Source: an optimization exercise on an open RTL-to-GDS flow (aim: small area). Production flows keep margins and buffers that such runs may drop. The RTL was checked by simulation tests, not by an equivalence proof against the original design. No activity file was given, so power comes from the tool's default toggle rates.

## flow/design.v

```verilog
module pc_reg(
    input wire                  clk,
    input wire                  rst,
	input wire                  branch_flag_i,
	input wire[31:0]         branch_addr_i,
    output reg[31:0]    pc,   
	output reg                  ce
    );
	always @ (posedge clk) begin
		if (rst == 1'b1) begin
			ce <= 1'b0;    
		end else begin
			ce <= 1'b1;     
		end
	end
    always @ (posedge clk) begin
		if (ce == 1'b0) begin
			pc <= 32'h00000000;    
		end else begin
			if(branch_flag_i == 1'b1) begin
				pc <= branch_addr_i;
			end else begin 
				pc <= pc + 4'h4;       
			end
		end
	end
endmodule
module if_id(
	input wire clk,
	input wire rst,
	input wire[31:0]  if_pc,
	input wire[31:0]      if_inst,
	output reg[31:0]  id_pc,
	output reg[31:0]      id_inst  
);
	always @ (posedge clk) begin
		if (rst == 1'b1) begin
			id_pc <= 32'h00000000;
			id_inst <= 32'h00000000;
	  end else begin
			id_pc <= if_pc;
			id_inst <= if_inst;
		end
	end
endmodule
module id(
	input wire                  rst,
	input wire[31:0]	pc_i,    
	input wire[31:0]        inst_i,  
	input wire[31:0]         reg1_rdata_i,  
	input wire[31:0]         reg2_rdata_i,  
	input wire                  ex_reg_we_i,      
	input wire[31:0]         ex_reg_wdata_i,   
	input wire[4:0]     ex_reg_waddr_i,   
	input wire                  mem_reg_we_i,     
	input wire [31:0]        mem_reg_wdata_i,  
	input wire [4:0]    mem_reg_waddr_i,  
	output reg                  reg1_re_o,     
	output reg                  reg2_re_o,     
	output reg[4:0]     reg1_raddr_o,  
	output reg[4:0]     reg2_raddr_o,  
	output reg[7:0]       aluop_o,       
	output reg[2:0]      alusel_o,      
	output reg[31:0]         s_op1_o,       
	output reg[31:0]         s_op2_o,       
	output reg[4:0]     reg_waddr_o,   
	output reg                  reg_we_o,      
	output reg                  branch_flag_o,   
	output reg[31:0]         branch_addr_o,   
	output reg[31:0]         link_addr_o,     
	output reg[31:0]         mem_offset
);
	wire[6:0] opcode = inst_i[6:0];
	wire[2:0] funct3 = inst_i[14:12];
	wire[6:0] funct7 = inst_i[31:25];
	wire[4:0] rd     = inst_i[11:7];
	wire[4:0] rs1    = inst_i[19:15];
	wire[4:0] rs2    = inst_i[24:20];
	wire[4:0] shamt  = inst_i[24:20];
	wire[31:0] I_imm = {{21{inst_i[31]}},inst_i[31:20]};
	wire[31:0] U_imm = {inst_i[31],inst_i[30:12],12'b0};
	wire[31:0] S_imm = {{21{inst_i[31]}},inst_i[30:25], inst_i[11:7]};
	wire[31:0] B_imm = {{22{inst_i[31]}}, inst_i[7], inst_i[30:25], inst_i[11:8],1'b0};
	wire[31:0] J_imm = {{12{inst_i[31]}}, inst_i[19:12], inst_i[20], inst_i[30:21],1'b0};
	reg[31:0] imm;   
	reg inst_valid;      
	wire[31:0] pc_plus_4;
	wire[31:0] reg1_plus_I_imm;
    wire[31:0] pc_plus_J_imm;
    wire[31:0] pc_plus_B_imm;
	assign pc_plus_4 = pc_i + 4;
    assign reg1_plus_I_imm = s_op1_o + I_imm;
    assign pc_plus_J_imm = pc_i + J_imm;
   	assign pc_plus_B_imm = pc_i + B_imm;
	wire reg1_reg2_eq;
    wire reg1_reg2_ne;
    wire reg1_reg2_lt;
    wire reg1_reg2_ltu;
    wire reg1_reg2_ge;
    wire reg1_reg2_geu;
    assign reg1_reg2_eq  = (s_op1_o == s_op2_o);
    assign reg1_reg2_ne  = (s_op1_o != s_op2_o);
	assign reg1_reg2_lt  = ($signed(s_op1_o) < $signed(s_op2_o));
	assign reg1_reg2_ltu = (s_op1_o < s_op2_o);
	assign reg1_reg2_ge  = ($signed(s_op1_o) >= $signed(s_op2_o));
	assign reg1_reg2_geu = (s_op1_o >= s_op2_o);
	always @ (*) begin	
		if (rst == 1'b1) begin
			alusel_o <= 3'b000; 
			aluop_o <= 0; 
			inst_valid <= 1'b0; 
			reg1_re_o <= 0; 
			reg1_raddr_o <= 5'b00000; 
			reg2_re_o <= 0; 
			reg2_raddr_o <= 5'b00000; 
			reg_we_o <= 0; 
			reg_waddr_o <= 5'b00000; 
			imm <= 0; 
			mem_offset <= 0;
			branch_flag_o <= 0; 
			branch_addr_o <= 0; 
			link_addr_o <= 0;
		end 
		else begin
			alusel_o <= 3'b000; 
			aluop_o <= 0; 
			inst_valid <= 1'b0; 
			reg1_re_o <= 0; 
			reg1_raddr_o <= rs1; 
			reg2_re_o <= 0; 
			reg2_raddr_o <= rs2; 
			reg_we_o <= 0; 
			reg_waddr_o <= rd; 
			imm <= 0; 
			mem_offset <= 0;
			branch_flag_o <= 0; 
			branch_addr_o <= 0; 
			link_addr_o <= 0;
			case (opcode)
				7'b0110111 : begin
			alusel_o <= 3'b100; 
			aluop_o <= 7; 
			inst_valid <= 1'b0; 
			reg1_re_o <= 0; 
			reg1_raddr_o <= 5'b00000; 
			reg2_re_o <= 0; 
			reg2_raddr_o <= 5'b00000; 
			reg_we_o <= 1; 
			reg_waddr_o <= rd; 
			imm <= U_imm; 
			mem_offset <= 0;
				end
				7'b0010111 : begin
			alusel_o <= 3'b100; 
			aluop_o <= 7; 
			inst_valid <= 1'b0; 
			reg1_re_o <= 0; 
			reg1_raddr_o <= 5'b00000; 
			reg2_re_o <= 0; 
			reg2_raddr_o <= 5'b00000; 
			reg_we_o <= 1; 
			reg_waddr_o <= rd; 
			imm <= U_imm; 
			mem_offset <= 0;
				end
				7'b1101111 : begin
			alusel_o <= 3'b110; 
			aluop_o <= 11; 
			inst_valid <= 1'b0; 
			reg1_re_o <= 0; 
			reg1_raddr_o <= 5'b00000; 
			reg2_re_o <= 0; 
			reg2_raddr_o <= 5'b00000; 
			reg_we_o <= 1; 
			reg_waddr_o <= rd; 
			imm <= 0; 
			mem_offset <= 0;
			branch_flag_o <= 1; 
			branch_addr_o <= pc_plus_J_imm; 
			link_addr_o <= pc_plus_4;
				end
				7'b1100111 : begin
			alusel_o <= 3'b110; 
			aluop_o <= 12; 
			inst_valid <= 1'b0; 
			reg1_re_o <= 1; 
			reg1_raddr_o <= rs1; 
			reg2_re_o <= 0; 
			reg2_raddr_o <= 5'b00000; 
			reg_we_o <= 1; 
			reg_waddr_o <= rd; 
			imm <= 0; 
			mem_offset <= 0;
			branch_flag_o <= 1; 
			branch_addr_o <= (reg1_plus_I_imm & (~1)); 
			link_addr_o <= pc_plus_4;
				end
				7'b1100011 : begin
					case (funct3)
						3'b000 : begin
			alusel_o <= 3'b110; 
			aluop_o <= 13; 
			inst_valid <= 1'b0; 
			reg1_re_o <= 1; 
			reg1_raddr_o <= rs1; 
			reg2_re_o <= 1; 
			reg2_raddr_o <= rs2; 
			reg_we_o <= 0; 
			reg_waddr_o <= 5'b00000; 
			imm <= 0; 
			mem_offset <= 0;
							if (reg1_reg2_eq) 
			branch_flag_o <= 1; 
			branch_addr_o <= pc_plus_B_imm; 
			link_addr_o <= 0;
						end
						3'b001 : begin
			alusel_o <= 3'b110; 
			aluop_o <= 14; 
			inst_valid <= 1'b0; 
			reg1_re_o <= 1; 
			reg1_raddr_o <= rs1; 
			reg2_re_o <= 1; 
			reg2_raddr_o <= rs2; 
			reg_we_o <= 0; 
			reg_waddr_o <= 5'b00000; 
			imm <= 0; 
			mem_offset <= 0;
							if (reg1_reg2_ne) 
			branch_flag_o <= 1; 
			branch_addr_o <= pc_plus_B_imm; 
			link_addr_o <= 0;
						end
						3'b100 : begin
			alusel_o <= 3'b110; 
			aluop_o <= 15; 
			inst_valid <= 1'b0; 
			reg1_re_o <= 1; 
			reg1_raddr_o <= rs1; 
			reg2_re_o <= 1; 
			reg2_raddr_o <= rs2; 
			reg_we_o <= 0; 
			reg_waddr_o <= 5'b00000; 
			imm <= 0; 
			mem_offset <= 0;
							if (reg1_reg2_lt) 
			branch_flag_o <= 1; 
			branch_addr_o <= pc_plus_B_imm; 
			link_addr_o <= 0;
						end
						3'b101 : begin
			alusel_o <= 3'b110; 
			aluop_o <= 16; 
			inst_valid <= 1'b0; 
			reg1_re_o <= 1; 
			reg1_raddr_o <= rs1; 
			reg2_re_o <= 1; 
			reg2_raddr_o <= rs2; 
			reg_we_o <= 0; 
			reg_waddr_o <= 5'b00000; 
			imm <= 0; 
			mem_offset <= 0;
							if (reg1_reg2_ge) 
			branch_flag_o <= 1; 
			branch_addr_o <= pc_plus_B_imm; 
			link_addr_o <= 0;
						end
						3'b110 : begin
			alusel_o <= 3'b110; 
			aluop_o <= 17; 
			inst_valid <= 1'b0; 
			reg1_re_o <= 1; 
			reg1_raddr_o <= rs1; 
			reg2_re_o <= 1; 
			reg2_raddr_o <= rs2; 
			reg_we_o <= 0; 
			reg_waddr_o <= 5'b00000; 
			imm <= 0; 
			mem_offset <= 0;
							if (reg1_reg2_ltu) 
			branch_flag_o <= 1; 
			branch_addr_o <= pc_plus_B_imm; 
			link_addr_o <= 0;
						end
						3'b111 : begin
			alusel_o <= 3'b110; 
			aluop_o <= 18; 
			inst_valid <= 1'b0; 
			reg1_re_o <= 1; 
			reg1_raddr_o <= rs1; 
			reg2_re_o <= 1; 
			reg2_raddr_o <= rs2; 
			reg_we_o <= 0; 
			reg_waddr_o <= 5'b00000; 
			imm <= 0; 
			mem_offset <= 0;
							if (reg1_reg2_geu) 
			branch_flag_o <= 1; 
			branch_addr_o <= pc_plus_B_imm; 
			link_addr_o <= 0;
						end
						default : begin
						end
					endcase  
				end
				7'b0010011: begin                        
					case (funct3)
						3'b000 : begin
			alusel_o <= 3'b100; 
			aluop_o <= 7; 
			inst_valid <= 1'b0; 
			reg1_re_o <= 1; 
			reg1_raddr_o <= rs1; 
			reg2_re_o <= 0; 
			reg2_raddr_o <= 5'b00000; 
			reg_we_o <= 1; 
			reg_waddr_o <= rd; 
			imm <= I_imm; 
			mem_offset <= 0;
						end
						3'b010 : begin
			alusel_o <= 3'b100; 
			aluop_o <= 9; 
			inst_valid <= 1'b0; 
			reg1_re_o <= 1; 
			reg1_raddr_o <= rs1; 
			reg2_re_o <= 0; 
			reg2_raddr_o <= 5'b00000; 
			reg_we_o <= 1; 
			reg_waddr_o <= rd; 
			imm <= I_imm; 
			mem_offset <= 0;
						end
						3'b011 : begin
			alusel_o <= 3'b100; 
			aluop_o <= 10; 
			inst_valid <= 1'b0; 
			reg1_re_o <= 1; 
			reg1_raddr_o <= rs1; 
			reg2_re_o <= 0; 
			reg2_raddr_o <= 5'b00000; 
			reg_we_o <= 1; 
			reg_waddr_o <= rd; 
			imm <= I_imm; 
			mem_offset <= 0;
						end
						3'b100 : begin
			alusel_o <= 3'b001; 
			aluop_o <= 3; 
			inst_valid <= 1'b0; 
			reg1_re_o <= 1; 
			reg1_raddr_o <= rs1; 
			reg2_re_o <= 0; 
			reg2_raddr_o <= 5'b00000; 
			reg_we_o <= 1; 
			reg_waddr_o <= rd; 
			imm <= I_imm; 
			mem_offset <= 0;
						end
						3'b110: begin    
			alusel_o <= 3'b001; 
			aluop_o <= 2; 
			inst_valid <= 1'b0; 
			reg1_re_o <= 1; 
			reg1_raddr_o <= rs1; 
			reg2_re_o <= 0; 
			reg2_raddr_o <= 5'b00000; 
			reg_we_o <= 1; 
			reg_waddr_o <= rd; 
			imm <= I_imm; 
			mem_offset <= 0;
						end
						3'b111 : begin
			alusel_o <= 3'b001; 
			aluop_o <= 1; 
			inst_valid <= 1'b0; 
			reg1_re_o <= 1; 
			reg1_raddr_o <= rs1; 
			reg2_re_o <= 0; 
			reg2_raddr_o <= 5'b00000; 
			reg_we_o <= 1; 
			reg_waddr_o <= rd; 
			imm <= I_imm; 
			mem_offset <= 0;
						end
						3'b001 : begin
			alusel_o <= 3'b010; 
			aluop_o <= 4; 
			inst_valid <= 1'b0; 
			reg1_re_o <= 1; 
			reg1_raddr_o <= rs1; 
			reg2_re_o <= 0; 
			reg2_raddr_o <= 5'b00000; 
			reg_we_o <= 1; 
			reg_waddr_o <= rd; 
			imm <= shamt; 
			mem_offset <= 0;
						end
						3'b101 : begin
							case (funct7)
								7'b0000000 : begin
			alusel_o <= 3'b010; 
			aluop_o <= 5; 
			inst_valid <= 1'b0; 
			reg1_re_o <= 1; 
			reg1_raddr_o <= rs1; 
			reg2_re_o <= 0; 
			reg2_raddr_o <= 5'b00000; 
			reg_we_o <= 1; 
			reg_waddr_o <= rd; 
			imm <= shamt; 
			mem_offset <= 0;
								end
								7'b0100000 : begin
			alusel_o <= 3'b010; 
			aluop_o <= 6; 
			inst_valid <= 1'b0; 
			reg1_re_o <= 1; 
			reg1_raddr_o <= rs1; 
			reg2_re_o <= 0; 
			reg2_raddr_o <= 5'b00000; 
			reg_we_o <= 1; 
			reg_waddr_o <= rd; 
			imm <= shamt; 
			mem_offset <= 0;
								end
								default : begin
								end
							endcase   
						end
						default : begin
						end
					endcase  
				end
				7'b0110011: begin
					case (funct3)
						3'b000 : begin
							case (funct7)
								7'b0000000 : begin
			alusel_o <= 3'b100; 
			aluop_o <= 7; 
			inst_valid <= 1'b0; 
			reg1_re_o <= 1; 
			reg1_raddr_o <= rs1; 
			reg2_re_o <= 1; 
			reg2_raddr_o <= rs2; 
			reg_we_o <= 1; 
			reg_waddr_o <= rd; 
			imm <= 0; 
			mem_offset <= 0;
								end
								7'b0100000 : begin
			alusel_o <= 3'b100; 
			aluop_o <= 8; 
			inst_valid <= 1'b0; 
			reg1_re_o <= 1; 
			reg1_raddr_o <= rs1; 
			reg2_re_o <= 1; 
			reg2_raddr_o <= rs2; 
			reg_we_o <= 1; 
			reg_waddr_o <= rd; 
			imm <= 0; 
			mem_offset <= 0;
								end
								default : begin
								end
							endcase  
						end
						3'b001 : begin
			alusel_o <= 3'b010; 
			aluop_o <= 4; 
			inst_valid <= 1'b0; 
			reg1_re_o <= 1; 
			reg1_raddr_o <= rs1; 
			reg2_re_o <= 1; 
			reg2_raddr_o <= rs2; 
			reg_we_o <= 1; 
			reg_waddr_o <= rd; 
			imm <= 0; 
			mem_offset <= 0;
						end
						3'b010 : begin
			alusel_o <= 3'b100; 
			aluop_o <= 9; 
			inst_valid <= 1'b0; 
			reg1_re_o <= 1; 
			reg1_raddr_o <= rs1; 
			reg2_re_o <= 1; 
			reg2_raddr_o <= rs2; 
			reg_we_o <= 1; 
			reg_waddr_o <= rd; 
			imm <= 0; 
			mem_offset <= 0;
						end
						3'b011 : begin
			alusel_o <= 3'b100; 
			aluop_o <= 10; 
			inst_valid <= 1'b0; 
			reg1_re_o <= 1; 
			reg1_raddr_o <= rs1; 
			reg2_re_o <= 1; 
			reg2_raddr_o <= rs2; 
			reg_we_o <= 1; 
			reg_waddr_o <= rd; 
			imm <= 0; 
			mem_offset <= 0;
						end
						3'b100 : begin
			alusel_o <= 3'b001; 
			aluop_o <= 3; 
			inst_valid <= 1'b0; 
			reg1_re_o <= 1; 
			reg1_raddr_o <= rs1; 
			reg2_re_o <= 1; 
			reg2_raddr_o <= rs2; 
			reg_we_o <= 1; 
			reg_waddr_o <= rd; 
			imm <= 0; 
			mem_offset <= 0;
						end
						3'b101 : begin
							case (funct7)
								7'b0000000 : begin
			alusel_o <= 3'b010; 
			aluop_o <= 5; 
			inst_valid <= 1'b0; 
			reg1_re_o <= 1; 
			reg1_raddr_o <= rs1; 
			reg2_re_o <= 1; 
			reg2_raddr_o <= rs2; 
			reg_we_o <= 1; 
			reg_waddr_o <= rd; 
			imm <= 0; 
			mem_offset <= 0;
								end
								7'b0100000 : begin
			alusel_o <= 3'b010; 
			aluop_o <= 6; 
			inst_valid <= 1'b0; 
			reg1_re_o <= 1; 
			reg1_raddr_o <= rs1; 
			reg2_re_o <= 1; 
			reg2_raddr_o <= rs2; 
			reg_we_o <= 1; 
			reg_waddr_o <= rd; 
			imm <= 0; 
			mem_offset <= 0;
								end
								default : begin
								end
							endcase  
						end
						3'b110 : begin
			alusel_o <= 3'b001; 
			aluop_o <= 2; 
			inst_valid <= 1'b0; 
			reg1_re_o <= 1; 
			reg1_raddr_o <= rs1; 
			reg2_re_o <= 1; 
			reg2_raddr_o <= rs2; 
			reg_we_o <= 1; 
			reg_waddr_o <= rd; 
			imm <= 0; 
			mem_offset <= 0;
						end
						3'b111 : begin
			alusel_o <= 3'b001; 
			aluop_o <= 1; 
			inst_valid <= 1'b0; 
			reg1_re_o <= 1; 
			reg1_raddr_o <= rs1; 
			reg2_re_o <= 1; 
			reg2_raddr_o <= rs2; 
			reg_we_o <= 1; 
			reg_waddr_o <= rd; 
			imm <= 0; 
			mem_offset <= 0;
						end
						default : begin
						end
					endcase  
				end
				7'b0000011 : begin
					case (funct3)
						3'b000 : begin
			alusel_o <= 3'b111; 
			aluop_o <= 19; 
			inst_valid <= 1'b0; 
			reg1_re_o <= 1; 
			reg1_raddr_o <= rs1; 
			reg2_re_o <= 0; 
			reg2_raddr_o <= 0; 
			reg_we_o <= 1; 
			reg_waddr_o <= rd; 
			imm <= 0; 
			mem_offset <= I_imm;
						end
						3'b001 : begin
			alusel_o <= 3'b111; 
			aluop_o <= 20; 
			inst_valid <= 1'b0; 
			reg1_re_o <= 1; 
			reg1_raddr_o <= rs1; 
			reg2_re_o <= 0; 
			reg2_raddr_o <= 0; 
			reg_we_o <= 1; 
			reg_waddr_o <= rd; 
			imm <= 0; 
			mem_offset <= I_imm;
						end
						3'b010 : begin
			alusel_o <= 3'b111; 
			aluop_o <= 21; 
			inst_valid <= 1'b0; 
			reg1_re_o <= 1; 
			reg1_raddr_o <= rs1; 
			reg2_re_o <= 0; 
			reg2_raddr_o <= 0; 
			reg_we_o <= 1; 
			reg_waddr_o <= rd; 
			imm <= 0; 
			mem_offset <= I_imm;
						end
						3'b100 : begin
			alusel_o <= 3'b111; 
			aluop_o <= 22; 
			inst_valid <= 1'b0; 
			reg1_re_o <= 1; 
			reg1_raddr_o <= rs1; 
			reg2_re_o <= 0; 
			reg2_raddr_o <= 0; 
			reg_we_o <= 1; 
			reg_waddr_o <= rd; 
			imm <= 0; 
			mem_offset <= I_imm;
						end
						3'b101 : begin
			alusel_o <= 3'b111; 
			aluop_o <= 23; 
			inst_valid <= 1'b0; 
			reg1_re_o <= 1; 
			reg1_raddr_o <= rs1; 
			reg2_re_o <= 0; 
			reg2_raddr_o <= 0; 
			reg_we_o <= 1; 
			reg_waddr_o <= rd; 
			imm <= 0; 
			mem_offset <= I_imm;
						end
						default : begin
						end
					endcase  
				end
				7'b0100011 : begin
					case (funct3)
						3'b000 : begin
			alusel_o <= 3'b111; 
			aluop_o <= 24; 
			inst_valid <= 1'b0; 
			reg1_re_o <= 1; 
			reg1_raddr_o <= rs1; 
			reg2_re_o <= 1; 
			reg2_raddr_o <= rs2; 
			reg_we_o <= 0; 
			reg_waddr_o <= 0; 
			imm <= 0; 
			mem_offset <= S_imm;
						end
						3'b001 : begin
			alusel_o <= 3'b111; 
			aluop_o <= 25; 
			inst_valid <= 1'b0; 
			reg1_re_o <= 1; 
			reg1_raddr_o <= rs1; 
			reg2_re_o <= 1; 
			reg2_raddr_o <= rs2; 
			reg_we_o <= 0; 
			reg_waddr_o <= 0; 
			imm <= 0; 
			mem_offset <= S_imm;
						end
						3'b010 : begin
			alusel_o <= 3'b111; 
			aluop_o <= 26; 
			inst_valid <= 1'b0; 
			reg1_re_o <= 1; 
			reg1_raddr_o <= rs1; 
			reg2_re_o <= 1; 
			reg2_raddr_o <= rs2; 
			reg_we_o <= 0; 
			reg_waddr_o <= 0; 
			imm <= 0; 
			mem_offset <= S_imm;
						end
						default : begin
						end
					endcase  
				end
				default : begin
				end
			endcase   
		end   
	end   
	always @ (*) begin
		if(rst == 1'b1) begin 
			s_op1_o <= 32'h00000000; 
		end 
		else if((reg1_re_o == 1'b1) && (ex_reg_we_i == 1'b1) && (ex_reg_waddr_i == reg1_raddr_o) && (reg1_raddr_o != 5'b00000)) begin 
			s_op1_o <= ex_reg_wdata_i; 
		end 
		else if((reg1_re_o == 1'b1) && (mem_reg_we_i == 1'b1) && (mem_reg_waddr_i == reg1_raddr_o) && (reg1_raddr_o != 5'b00000)) begin 
			s_op1_o <= mem_reg_wdata_i; 
		end 
		else if(reg1_re_o == 1'b1) begin 
			s_op1_o <= reg1_rdata_i; 
		end 
		else if((reg1_re_o == 1'b0) && (opcode == 7'b0010111)) begin 
			s_op1_o <= pc_i; 
		end 
		else begin 
			s_op1_o <= 32'h00000000; 
		end
	end
	always @ (*) begin
		if(rst == 1'b1) begin 
			s_op2_o <= 32'h00000000; 
		end 
		else if((reg2_re_o == 1'b1) && (ex_reg_we_i == 1'b1) && (ex_reg_waddr_i == reg2_raddr_o) && (reg2_raddr_o != 5'b00000)) begin 
			s_op2_o <= ex_reg_wdata_i; 
		end 
		else if((reg2_re_o == 1'b1) && (mem_reg_we_i == 1'b1) && (mem_reg_waddr_i == reg2_raddr_o) && (reg2_raddr_o != 5'b00000)) begin 
			s_op2_o <= mem_reg_wdata_i; 
		end 
		else if(reg2_re_o == 1'b1) begin 
			s_op2_o <= reg2_rdata_i; 
		end 
		else if(reg2_re_o == 1'b0) begin 
			s_op2_o <= imm; 
		end 
		else begin 
			s_op2_o <= 32'h00000000; 
		end
	end
endmodule
module regs(
	input wire clk,
	input wire rst,
	input wire               we,      
	input wire[4:0]  waddr,   
	input wire[31:0]      wdata,   
	input wire               re1,     
	input wire[4:0]  raddr1,  
	output reg[31:0]      rdata1,  
	input wire               re2,     
	input wire[4:0]	 raddr2,  
	output reg[31:0]      rdata2   
);
reg[31:0]  regs[0:32-1];
always @ (posedge clk) begin
	if (rst == 1'b0) begin
		if((we == 1'b1) && (waddr != 5'h0)) begin
			regs[waddr] <= wdata;
		end
	end
end
always @ (*) begin
	if(rst == 1'b1) begin
		rdata1 <= 32'h00000000;
	end else if(raddr1 == 5'h0) begin  
	  	rdata1 <= 32'h00000000;    
	end else if((raddr1 == waddr) && (we == 1'b1) && (re1 == 1'b1)) begin
		rdata1 <= wdata;    
	end else if(re1 == 1'b1) begin
	    rdata1 <= regs[raddr1];
	end else begin
	    rdata1 <= 32'h00000000;
	end
end
always @ (*) begin
	if(rst == 1'b1) begin
		rdata2 <= 32'h00000000;
	end else if(raddr2 == 5'h0) begin
	  	rdata2 <= 32'h00000000;
	end else if((raddr2 == waddr) && (we == 1'b1) && (re2 == 1'b1)) begin
	  	rdata2 <= wdata;
	end else if(re2 == 1'b1) begin
	    rdata2 <= regs[raddr2];
	end else begin
	    rdata2 <= 32'h00000000;
	end
end
endmodule
module id_ex(
	input wire clk,
	input wire rst,
	input wire[7:0]         id_aluop,
	input wire[2:0]        id_alusel,
	input wire[31:0]           id_s_op1,
	input wire[31:0]           id_s_op2,
	input wire[4:0]       id_reg_waddr,
	input wire                    id_reg_we,	
	input wire[31:0]           id_link_addr,
	input wire[31:0]           id_mem_offset,
	output reg[7:0]         ex_aluop,
	output reg[2:0]        ex_alusel,
	output reg[31:0]           ex_s_op1,
	output reg[31:0]           ex_s_op2,
	output reg[4:0]       ex_reg_waddr,
	output reg                    ex_reg_we,
	output reg[31:0]           ex_link_addr,
	output reg[31:0]           ex_mem_offset
);
	always @ (posedge clk) begin
		if (rst == 1'b1) begin
			ex_aluop <= 0;
			ex_alusel <= 3'b000;
			ex_s_op1 <= 32'h00000000;
			ex_s_op2 <= 32'h00000000;
			ex_reg_waddr <= 5'b00000;
			ex_reg_we <= 1'b0;
			ex_link_addr <= 32'h00000000;
			ex_mem_offset <= 32'h00000000;
		end 
		else begin	
			ex_aluop <= id_aluop;
			ex_alusel <= id_alusel;
			ex_s_op1 <= id_s_op1;
			ex_s_op2 <= id_s_op2;
			ex_reg_waddr <= id_reg_waddr;
			ex_reg_we <= id_reg_we;	
			ex_link_addr <= id_link_addr;
			ex_mem_offset <= id_mem_offset;
		end
	end
endmodule
module ex(
	input wire rst,
	input wire[7:0]       aluop_i,
	input wire[2:0]      alusel_i,
	input wire[31:0]         s_op1_i,
	input wire[31:0]         s_op2_i,
	input wire[4:0]     reg_waddr_i,
	input wire                  reg_we_i,
	input wire[31:0]         link_addr_i,  
	input wire[31:0]         mem_offset,
	output reg[4:0]     reg_waddr_o,
	output reg                  reg_we_o,
	output reg[31:0]         reg_wdata_o,
	output wire[7:0]      aluop_o,
	output reg[31:0]         mem_addr_o,
	output wire[31:0]        rt_data_o
);
	reg[31:0] logic_out;
	reg[31:0] shift_out;
	reg[31:0] arith_out;
	reg[31:0] mem_out;
	assign aluop_o = aluop_i;
	assign rt_data_o = s_op2_i;
	always @ (*) begin
		if((rst == 1'b1) || (alusel_i != 3'b001)) begin
			logic_out <= 32'h00000000;
		end 
		else begin
			case (aluop_i)
				3: begin
					logic_out <= s_op1_i ^ s_op2_i;
				end
				2 : begin
					logic_out <= s_op1_i | s_op2_i;
				end
				1 : begin
					logic_out <= s_op1_i & s_op2_i;
				end
				default: begin
					logic_out <= 32'h00000000;
				end
			endcase 
		end     
	end  
	always @ (*) begin
		if((rst == 1'b1) || (alusel_i != 3'b010)) begin
			shift_out = 32'h00000000;
		end else begin
			case (aluop_i)
				4 : begin
					shift_out <= s_op1_i << s_op2_i[4:0];
				end
				5 : begin
					shift_out <= s_op1_i >> s_op2_i[4:0];
				end
				6 : begin   
					shift_out <= ({32{s_op1_i[31]}} << (6'd32 - {1'b0, s_op2_i[4:0]})) | (s_op1_i >> s_op2_i[4:0]);
					end
				default : begin
					shift_out <= 32'h00000000;
				end
			endcase  
		end  
	end  
	always @ (*) begin
		if((rst == 1'b1) || (alusel_i != 3'b100)) begin
			arith_out <= 32'h00000000;
		end else begin
			case (aluop_i)
				7 : begin
					arith_out <= s_op1_i + s_op2_i;
				end
				8 : begin
					arith_out <= s_op1_i - s_op2_i;
				end
				9 : begin
					arith_out <= $signed(s_op1_i) < $signed(s_op2_i);
				end
				10 : begin
					arith_out <= s_op1_i < s_op2_i;
				end
				default : begin
					arith_out <= 32'h00000000;
				end
			endcase  
		end  
	end  
	always @ (*) begin
		if((rst == 1'b1) || (alusel_i != 3'b111)) begin
			mem_out <= 32'h00000000;
		end else begin
			mem_out <= s_op1_i + mem_offset;
		end  
	end  
	always @ (*) begin
		reg_waddr_o <= reg_waddr_i;	 	 	
		reg_we_o <= reg_we_i;
		mem_addr_o <= 0;
		case (alusel_i) 
			3'b001:	begin
				reg_wdata_o <= logic_out;
			end
			3'b010 : begin
				reg_wdata_o <= shift_out;
			end
			3'b100 : begin
				reg_wdata_o <= arith_out;
			end
			3'b110 : begin
				reg_wdata_o <= link_addr_i;
			end
			3'b111 : begin
				reg_wdata_o <= 0;
				mem_addr_o <= mem_out;
			end
			default: begin
				reg_wdata_o <= 32'h00000000;
			end
		endcase
	end	
endmodule
module ex_mem(
	input wire clk,
	input wire rst,
	input wire[4:0]    ex_reg_waddr,
	input wire                 ex_reg_we,
	input wire[31:0]        ex_reg_wdata,
	input wire[7:0]      ex_aluop, 
	input wire[31:0]        ex_mem_addr,
	input wire[31:0]        ex_rt_data,
	output reg[4:0]    mem_reg_waddr,
	output reg                 mem_reg_we,
	output reg[31:0]        mem_reg_wdata,
	output reg[7:0]      mem_aluop, 
	output reg[31:0]        mem_mem_addr,
	output reg[31:0]        mem_rt_data
);
	always @ (posedge clk) begin
		if(rst == 1'b1) begin
			mem_reg_waddr <= 5'b00000;
			mem_reg_we    <= 1'b0;
			mem_reg_wdata <= 32'h00000000;	
			mem_aluop     <= 0;
			mem_mem_addr  <= 32'h00000000;
			mem_rt_data   <= 32'h00000000;
		end else begin
			mem_reg_waddr <= ex_reg_waddr;
			mem_reg_we    <= ex_reg_we;
			mem_reg_wdata <= ex_reg_wdata;	
			mem_aluop     <= ex_aluop;
			mem_mem_addr  <= ex_mem_addr;
			mem_rt_data   <= ex_rt_data;
		end
	end   
endmodule
module mem(
	input wire rst,
	input wire[4:0]   reg_waddr_i,
	input wire                reg_we_i,
	input wire[31:0]       reg_wdata_i,
	input wire[7:0]     aluop_i,
	input wire[31:0]       mem_addr_i,
	input wire[31:0]       rt_data_i,
	input wire[31:0]       mem_data_i ,
	output reg[4:0]   reg_waddr_o,
	output reg                reg_we_o,
	output reg[31:0]       reg_wdata_o,
	output reg[31:0]       mem_addr_o,
	output reg                mem_we_o,
	output reg[3:0]           mem_sel_o,
	output reg[31:0]       mem_data_o,
	output reg                mem_ce_o
);
always @ (*) begin
	if(rst == 1'b1) begin
		reg_waddr_o <= 5'b00000;
		reg_we_o <= 1'b0;
		reg_wdata_o <= 32'h00000000;
		mem_sel_o <= 4'b0000; 
		mem_we_o <= 1'b0; 
		mem_addr_o <= 32'h00000000; 
		mem_data_o <= 32'h00000000;
		mem_ce_o <= 1'b0;
	end else begin
		reg_waddr_o <= reg_waddr_i;
		reg_we_o <= reg_we_i;
		reg_wdata_o <= reg_wdata_i;   
		mem_sel_o <= 4'b1111;        
		mem_we_o <= 1'b0; 
		mem_addr_o <= 32'h00000000; 
		mem_data_o <= 32'h00000000;
		mem_ce_o <= 1'b0;
		case(aluop_i)
			19: begin
				mem_addr_o <= mem_addr_i;
				mem_we_o <= 1'b0;
				mem_ce_o <= 1'b1;
				case (mem_addr_i[1:0])
					2'b00   : reg_wdata_o <= {{24{mem_data_i[7]}}, mem_data_i[7:0]};
					2'b01   : reg_wdata_o <= {{24{mem_data_i[15]}}, mem_data_i[15:8]};
					2'b10   : reg_wdata_o <= {{24{mem_data_i[23]}}, mem_data_i[23:16]};
					2'b11   : reg_wdata_o <= {{24{mem_data_i[31]}}, mem_data_i[31:24]};
					default : reg_wdata_o <= 0;
				endcase 
			end
			20 : begin
				mem_addr_o <= mem_addr_i;
				mem_we_o <= 1'b0;
				mem_ce_o <= 1'b1;
				case (mem_addr_i[1:0])
					2'b00   : reg_wdata_o <= {{16{mem_data_i[15]}}, mem_data_i[15:0]};
					2'b10   : reg_wdata_o <= {{16{mem_data_i[31]}}, mem_data_i[31:16]};
					default : reg_wdata_o <= 0;
				endcase 
			end
			21 : begin
				mem_addr_o <= mem_addr_i;
				mem_we_o <= 1'b0;
				mem_ce_o <= 1'b1;
				case (mem_addr_i[1:0])
					2'b00   : reg_wdata_o <= mem_data_i;
					default : reg_wdata_o <= 0;
				endcase 
			end
			22 : begin
				mem_addr_o <= mem_addr_i;
				mem_we_o <= 1'b0;
				mem_ce_o <= 1'b1;
				case (mem_addr_i[1:0])
					2'b00   : reg_wdata_o <= {{24{1'b0}}, mem_data_i[7:0]};
					2'b01   : reg_wdata_o <= {{24{1'b0}}, mem_data_i[15:8]};
					2'b10   : reg_wdata_o <= {{24{1'b0}}, mem_data_i[23:16]};
					2'b11   : reg_wdata_o <= {{24{1'b0}}, mem_data_i[31:24]};
					default : reg_wdata_o <= 0;
				endcase 
			end
			23 : begin
				mem_addr_o <= mem_addr_i;
				mem_we_o <= 1'b0;
				mem_ce_o <= 1'b1;
				case (mem_addr_i[1:0])
					2'b00   : reg_wdata_o <= {{16{1'b0}}, mem_data_i[15:0]};
					2'b10   : reg_wdata_o <= {{16{1'b0}}, mem_data_i[31:16]};
					default : reg_wdata_o <= 0;
				endcase 
			end
			24 : begin
				mem_addr_o <= mem_addr_i;
				mem_we_o <= 1'b1;
				mem_ce_o <= 1'b1;
				mem_data_o <= {4{rt_data_i[7:0]}};
				case (mem_addr_i[1:0])
					2'b00   : mem_sel_o <= 4'b0001;
					2'b01   : mem_sel_o <= 4'b0010;
					2'b10   : mem_sel_o <= 4'b0100;
					2'b11   : mem_sel_o <= 4'b1000;
					default : mem_sel_o <= 4'b0000;
				endcase 
			end
			25 : begin
				mem_addr_o <= mem_addr_i;
				mem_we_o <= 1'b1;
				mem_ce_o <= 1'b1;
				mem_data_o <= {2{rt_data_i[15:0]}};
				case (mem_addr_i[1:0])
					2'b00   : mem_sel_o <= 4'b0011;
					2'b10   : mem_sel_o <= 4'b1100;
					default : mem_sel_o <= 4'b0000;
				endcase 
			end
			26 : begin
				mem_addr_o <= mem_addr_i;
				mem_we_o <= 1'b1;
				mem_ce_o <= 1'b1;
				mem_data_o <= rt_data_i;
				case (mem_addr_i[1:0])
					2'b00   : mem_sel_o <= 4'b1111;
					default : mem_sel_o <= 4'b0000;
				endcase 
			end
			default : begin
			end
		endcase		
	end  
end   
endmodule
module mem_wb(
	input wire clk,
	input wire rst,
	input wire[4:0]    mem_reg_waddr,
	input wire                 mem_reg_we,
	input wire[31:0]        mem_reg_wdata, 	
	output reg[4:0]    wb_reg_waddr,
	output reg                 wb_reg_we,
	output reg[31:0]        wb_reg_wdata
);
always @ (posedge clk) begin
	if(rst == 1'b1) begin
		wb_reg_waddr <= 5'b00000;
		wb_reg_we    <= 1'b0;
		wb_reg_wdata <= 32'h00000000;	
	end else begin
		wb_reg_waddr <= mem_reg_waddr;
		wb_reg_we    <= mem_reg_we;
		wb_reg_wdata <= mem_reg_wdata;			
	end
end   
endmodule
module eriscv(
	input wire clk,
	input wire rst,
	input wire[31:0]   rom_data_i,   
	output wire[31:0]  rom_addr_o,   
	output wire           rom_ce_o,     
	input wire[31:0]   ram_data_i,
	output wire[31:0]  ram_addr_o,
	output wire[31:0]  ram_data_o,
	output wire           ram_we_o,
	output wire[3:0]      ram_sel_o,
	output wire[3:0]      ram_ce_o
);
	wire[31:0]  pc;
	wire[31:0]  id_pc_i;
	wire[31:0]      id_inst_i;
	wire[7:0]     id_aluop_o;
	wire[2:0]    id_alusel_o;
	wire[31:0]       id_s_op1_o;
	wire[31:0]       id_s_op2_o;
	wire                id_reg_we_o;
	wire[4:0]   id_reg_waddr_o;
	wire                id_branch_flag_o;
	wire[31:0]       id_branch_addr_o;
	wire[31:0]       id_link_addr_o;
	wire[31:0]       id_mem_offset_o;
	wire[7:0]     ex_aluop_i;
	wire[2:0]    ex_alusel_i;
	wire[31:0]       ex_s_op1_i;
	wire[31:0]       ex_s_op2_i;
	wire                ex_reg_we_i;
	wire[4:0]   ex_reg_waddr_i;
	wire[31:0]       ex_link_addr_i;
	wire[31:0]       ex_mem_offset_i;
	wire                ex_reg_we_o;
	wire[4:0]   ex_reg_waddr_o;
	wire[31:0]       ex_reg_wdata_o;
	wire[7:0]     ex_aluop_o;
	wire[31:0]       ex_mem_addr_o;
	wire[31:0]       ex_rt_data_o;
	wire                mem_reg_we_i;
	wire[4:0]   mem_reg_waddr_i;
	wire[31:0]       mem_reg_wdata_i;
	wire[31:0]       mem_rt_data_i;
	wire[7:0]     mem_aluop_i;
	wire[31:0]       mem_mem_addr_i;
	wire                mem_reg_we_o;
	wire[4:0]   mem_reg_waddr_o;
	wire[31:0]       mem_reg_wdata_o;
	wire                wb_reg_we_i;
	wire[4:0]   wb_reg_waddr_i;
	wire[31:0]       wb_reg_wdata_i;
	wire                reg1_re;
	wire                reg2_re;
	wire[31:0]       reg1_rdata;
	wire[31:0]       reg2_rdata;
	wire[4:0]   reg1_raddr;
	wire[4:0]   reg2_raddr;
	pc_reg pc_reg0(
		.clk(clk),
		.rst(rst),
		.branch_flag_i(id_branch_flag_o),
		.branch_addr_i(id_branch_addr_o),
		.pc(pc),
		.ce(rom_ce_o)		
	);
	assign rom_addr_o = pc;
	assign ram_ce_o[3:1] = 3'b000;
	if_id if_id0(
		.clk(clk),
		.rst(rst),
		.if_pc(pc),
		.if_inst(rom_data_i),
		.id_pc(id_pc_i),
		.id_inst(id_inst_i)      	
	);
	id id0(
		.rst(rst),
		.pc_i(id_pc_i),
		.inst_i(id_inst_i),
		.reg1_rdata_i(reg1_rdata),
		.reg2_rdata_i(reg2_rdata),
		.ex_reg_we_i(ex_reg_we_o),
		.ex_reg_wdata_i(ex_reg_wdata_o),
		.ex_reg_waddr_i(ex_reg_waddr_o),
		.mem_reg_we_i(mem_reg_we_o),
		.mem_reg_wdata_i(mem_reg_wdata_o),
		.mem_reg_waddr_i(mem_reg_waddr_o),
		.reg1_re_o(reg1_re),
		.reg2_re_o(reg2_re),
		.reg1_raddr_o(reg1_raddr),
		.reg2_raddr_o(reg2_raddr), 
		.aluop_o(id_aluop_o),
		.alusel_o(id_alusel_o),
		.s_op1_o(id_s_op1_o),
		.s_op2_o(id_s_op2_o),
		.reg_waddr_o(id_reg_waddr_o),
		.reg_we_o(id_reg_we_o),
		.branch_flag_o(id_branch_flag_o),
		.branch_addr_o(id_branch_addr_o),
		.link_addr_o(id_link_addr_o),
		.mem_offset(id_mem_offset_o)
	);
	regs regs1(
		.clk(clk),
		.rst(rst),
		.we(wb_reg_we_i),
		.waddr(wb_reg_waddr_i),
		.wdata(wb_reg_wdata_i),
		.re1(reg1_re),
		.raddr1(reg1_raddr),
		.rdata1(reg1_rdata),
		.re2(reg2_re),
		.raddr2(reg2_raddr),
		.rdata2(reg2_rdata)
	);
	id_ex id_ex0(
		.clk(clk),
		.rst(rst),
		.id_aluop(id_aluop_o),
		.id_alusel(id_alusel_o),
		.id_s_op1(id_s_op1_o),
		.id_s_op2(id_s_op2_o),
		.id_reg_waddr(id_reg_waddr_o),
		.id_reg_we(id_reg_we_o),
		.id_link_addr(id_link_addr_o),
		.id_mem_offset(id_mem_offset_o),
		.ex_aluop(ex_aluop_i),
		.ex_alusel(ex_alusel_i),
		.ex_s_op1(ex_s_op1_i),
		.ex_s_op2(ex_s_op2_i),
		.ex_reg_waddr(ex_reg_waddr_i),
		.ex_reg_we(ex_reg_we_i),
		.ex_link_addr(ex_link_addr_i),
		.ex_mem_offset(ex_mem_offset_i)
	);		
	ex ex0(
		.rst(rst),
		.aluop_i(ex_aluop_i),
		.alusel_i(ex_alusel_i),
		.s_op1_i(ex_s_op1_i),
		.s_op2_i(ex_s_op2_i),
		.reg_waddr_i(ex_reg_waddr_i),
		.reg_we_i(ex_reg_we_i),
		.link_addr_i(ex_link_addr_i),
		.mem_offset(ex_mem_offset_i),
		.reg_waddr_o(ex_reg_waddr_o),
		.reg_we_o(ex_reg_we_o),
		.reg_wdata_o(ex_reg_wdata_o),
		.aluop_o(ex_aluop_o),
		.mem_addr_o(ex_mem_addr_o),
		.rt_data_o(ex_rt_data_o)
	);
	ex_mem ex_mem0(
		.clk(clk),
		.rst(rst),
		.ex_reg_waddr(ex_reg_waddr_o),
		.ex_reg_we(ex_reg_we_o),
		.ex_reg_wdata(ex_reg_wdata_o),
		.ex_aluop(ex_aluop_o),
		.ex_mem_addr(ex_mem_addr_o),
		.ex_rt_data(ex_rt_data_o),
		.mem_reg_waddr(mem_reg_waddr_i),
		.mem_reg_we(mem_reg_we_i),
		.mem_reg_wdata(mem_reg_wdata_i),
		.mem_aluop(mem_aluop_i),
		.mem_mem_addr(mem_mem_addr_i),
		.mem_rt_data(mem_rt_data_i)
	);
	mem mem0(
		.rst(rst),
		.reg_waddr_i(mem_reg_waddr_i),
		.reg_we_i(mem_reg_we_i),
		.reg_wdata_i(mem_reg_wdata_i),
		.aluop_i(mem_aluop_i),
		.mem_addr_i(mem_mem_addr_i),
		.rt_data_i(mem_rt_data_i),
		.mem_data_i(ram_data_i),
		.reg_waddr_o(mem_reg_waddr_o),
		.reg_we_o(mem_reg_we_o),
		.reg_wdata_o(mem_reg_wdata_o),
		.mem_addr_o(ram_addr_o),
		.mem_we_o(ram_we_o),
		.mem_sel_o(ram_sel_o),
		.mem_data_o(ram_data_o),
		.mem_ce_o(ram_ce_o[0])
	);
	mem_wb mem_wb0(
		.clk(clk),
		.rst(rst),
		.mem_reg_waddr(mem_reg_waddr_o),
		.mem_reg_we(mem_reg_we_o),
		.mem_reg_wdata(mem_reg_wdata_o),
		.wb_reg_waddr(wb_reg_waddr_i),
		.wb_reg_we(wb_reg_we_i),
		.wb_reg_wdata(wb_reg_wdata_i)
	);
endmodule
```

## flow/config.mk

```make
export PLATFORM = sky130hd
export DESIGN_NAME = eriscv
export DESIGN_NICKNAME = eriscv
export VERILOG_FILES = /design/flow/design.v
export SDC_FILE = /design/flow/constraint.sdc
export NUM_CORES = 4
export LEC_CHECK = 0
export CAP_MARGIN = 20
export CORE_MARGIN = 2
export CORE_UTILIZATION = 40
export SLEW_MARGIN = 20
```

## flow/run.sh

```bash
#!/bin/bash
# synth_recipe.tcl (not shown) runs the flow's synth.tcl, then flattens the netlist and writes it again
# the make line also repeats each setting of config.mk as NAME=value (left out here)
make -C /OpenROAD-flow-scripts/flow DESIGN_CONFIG=/design/flow/config.mk WORK_HOME=/design/flow/orfs CLKGATE_MAP_FILE= SYNTH_SCRIPT=/design/flow/synth_recipe.tcl finish
```

## flow/constraint.sdc

```tcl
create_clock -name core_clock -period 10.0 [get_ports {clk}]
set_input_delay 2.0000 -clock core_clock [delete_from_list [all_inputs] [get_ports {clk}]]
set_output_delay 2.0000 -clock core_clock [all_outputs]
set_load 0.01 [all_outputs]
```

==> results.yml <==
run:
  cap_violations: 0
worst_setup_path:
  criticalPathCategory: "reg -> reg"
  slowest_delay_ps: 1010
  cp-end-kind: "flop"
  worst_path_max_delay_cell: "o311ai_0"
  start_kind: "flop"
  worstPathArrival_ps: 9940
  critPathMaxFanout: 49
  worstPathRequired_ps: 10760
  critical-path-top-delay-family: "simple AND/OR/NAND/NOR gates"
  crit_buf_inv: 5
logic_synthesis:
  synth_flop_cell: "edfxtp_1"
  synth_top_area_cell: "edfxtp_1"
  ys_warn_count: 9
  ys_ff_latch: 1388
  ys_types: 100
  ys_top_cells_by_area: "edfxtp_1 (37%), dfxtp_1 (8.7%), nand2_1 (5.2%)"
  synthArstFlopShare_pct: 0
  synth-edff-count: 1024
  synthCells: 8854
  synth-seq-area-share_pct: 45.64
  syn_avg_cell_area_sq_um: 9.413
  yosysTopAreaCellShare_pct: 36.90
  netlist_area_sq_um: 83340
floorplanning:
  die_w_microns: 460.5
  rows: 167
  boundaryPins: 172
  core_area_sq_um: 207100
  start_util_pct: 40.25
  dieArea_sq_um: 212000
  die_h_microns: 460.5
cts:
  worstSkewPairLatency_ps: 880
  clkSlewWorstSetupHoldPaths_ps: 60
  root_buffer: "clkbuf_16"
  numClockSinks: 1388
  htree_levels: 4
  clockBufferDepth: 3
  cts_repair_resize_count: 0
  post_cts_buffers: 0
  cts_hold_buf: 0
  numCtsBuffers: 161
  cts_tree: "done"
timing:
  period_needed_ps: 9179
  hold_ws_ps: 492.2
  rsz0062_at_grt: "false"
  worst_slew_pin_slew_ps: 1318
  final-setup-viol-count: 0
  fmax_mhz: 108.9
  skew_ps: 50.23
  hold_violations: 0
  slew_violations: 0
  worst_slack_ps: 820.9
  fin_tns_setup_ps: 0
  slew_headroom_pct: 12.14
  fin_crit_sh_pct: 91.79
cells_and_area:
  largest_reg_flops: 1024
  fin_util_pct: 45.99
  ff_latch_area_sq_um: 38050
  nFillCells: 19516
  regMostFlops: "regs1.regs"
  drive_gt1_share_pct: 10.14
  multi_input_area_sq_um: 42520
  syn_to_final_growth_pct: 14.27
  fin_nets: 9192
pwr:
  power_density_nw_per_um2: 141.0
  irDropWorstVdd_mv: 0.2223
  p_leak_nw: 33.00
outcome:
  status: "complete, no violations"
routing:
  antenna_left: 0
  drtIter0Drc: 12885
  vias_per_cell: 6.845
  drc: 0
  vias: 81032
  wire_per_inst_microns: 36.05
  drt-total-wl_microns: 426800
  first_pass_iters: 12
placement:
  place_congestion: 1.065
  place_hpwl_microns: 283000
  io_buffers: 168
  dp_slack_ps: 826.3
worst_hold_path:
  min_path_type: "reg -> reg"
global_route:
  grt_first_pass_wirelength_microns: 590000
  overflow: 0
  grt_max_degree: 148
  antenna_found_initial: 51
  grt_usage_pct: 39.10
  grt_pass1_vias: 75089
-- worst paths after layout --
path / startpoint / endpoint / slack (ps) / depth (start not counted)
worst max-delay path: if_id0.id_inst[3] / pc_reg0.pc[27] / 820 / 27
worst min register to register: ex_mem0.mem_reg_we / mem_wb0.wb_reg_we / 490 / 2
worst min-delay path: ex_mem0.mem_reg_we / mem_wb0.wb_reg_we / 490 / 2
worst max register to register: if_id0.id_inst[3] / pc_reg0.pc[27] / 820 / 27
-- through the flow --
step | power (mW) | area [sq um] | instances
2_1_floorplan | 6.874 | 83470 | 8888
3_3_place_gp | 7.340 | 89640 | 11502
3_5_place_dp | 7.344 | 89710 | 11506
4_1_cts | 13.40 | 95120 | 11802
5_1_grt | 13.69 | 95190 | 11820
6_report | 13.43 | 95240 | 11838
-- worst reg2reg max path, delay by kind of cell, from the launching register on --
kind | cells | cell delay (ps)
buffers and inverters | 5 | 1410
adder cells (fa/ha/maj) | 1 | 390
flip-flops | 1 | 810
AO/OA/AOI/OAI | 7 | 2430
multiplexers | 1 | 380
AND/OR/NAND/NOR | 13 | 3650
-- cells in the mapped netlist, drive strengths merged (89+ instances only) --
cell type  instances
a211oi           325
a21oi            662
a221oi           132
a31oi             97
and2              99
and3             258
buf              201
clkbuf           514
dfxtp            364
edfxtp          1024
ha               236
inv              169
mux2i            184
mux4              93
nand2           1153
nand3            398
nand4            133
nor2             611
nor2b            172
nor3             192
o21ai            406
o22ai            105
o31ai             91
xnor2             89
-- where the power goes --
| part | internal (mW) | switching [mW] |
|---|---|---|
| sequential | 6.12 | 0.0242 |
| clock | 3.50 | 2.65 |
| combinational | 0.345 | 0.791 |
-- logic make-up after synthesis --
kind of cell    after synthesis  synth area share (%)
compound gates             2576                 20.75
xor+xnor                    154                 1.618
fa+ha+maj                   242                 3.687
buf+inv                     887                 4.154
flops                      1388                 45.64
mux                         328                 5.412
other cells                   1              0.004500
simple gates               3278                 18.74
-- layer usage --
| metal | vias to the layer above | GRT usage [%] | wire [microns] | part of all wire [%] |
|---|---|---|---|---|
| met5 | - | 0 | 231 | 0.054 |
| met4 | 36 | 31.30 | 40520 | 9.5 |
| met3 | 1591 | 11.41 | 50180 | 12 |
| met2 | 6116 | 58.84 | 185000 | 43 |
| met1 | 39673 | 46.53 | 150800 | 35 |
| li1 | 33616 | - | - | - |
-- layout by cell type, fill, tap and decap left out, types with 104 or more instances in the layout --
cell,netlist,routed
a211oi_1,325,325
a21oi_1,661,660
a221oi_1,132,131
and3_1,258,258
buf_4,8,339
clkbuf_16,0,166
clkdlybuf4s50_1,0,167
dfxtp_1,364,353
edfxtp_1,1024,1024
ha_1,236,236
inv_1,166,164
mux2i_1,184,184
nand2_1,1152,1147
nand3_1,398,393
nand4_1,133,133
nor2_1,611,573
nor2b_1,171,171
nor3_1,184,181
o21ai_0,399,396
o22ai_1,105,104
-- layout make-up --
| class | instances | area share [%] |
|---|---|---|
| Multi-Input combinational cell | 6613 | 44.64 |
| Sequential cell | 1388 | 39.96 |
| Timing Repair Buffer | 548 | 5.292 |
| Clock buffer | 197 | 4.557 |
| Tap cell | 2788 | 3.663 |
| Clock inverter | 99 | 1.117 |
| Inverter | 172 | 0.6858 |
| Antenna cell | 33 | 0.08671 |

-- separate check: timing with driven ports --
The results above use ideal ports. As a check the final layout listed here was re-extracted and re-timed, cells and wires unchanged.
Step 1 sets driving cells, clkbuf_16 on the clock port and buf_2 on the other inputs (assumed; they add their load-dependent delay and slew).
Step 2 times the ports against the registers' clock, not the clock port: input delays grow and output delays shrink by t, the midpoint of the rising clock arrivals with the driver on.
a / b / c = ideal ports / drivers / drivers and shift; a / b = the first two.
t, ns: 0.940
setup slack, ns: 0.821 / 0.821 / 0.624
worst setup path at the end: input to register
clock arrival spread, ns: 0.050 / 0.050
worst slew at a driven data input, ns: 0.05
After both steps this run still meets setup and hold. The setup slack of this run moves by 0.000 ns with the drivers and by -0.197 ns with both steps.
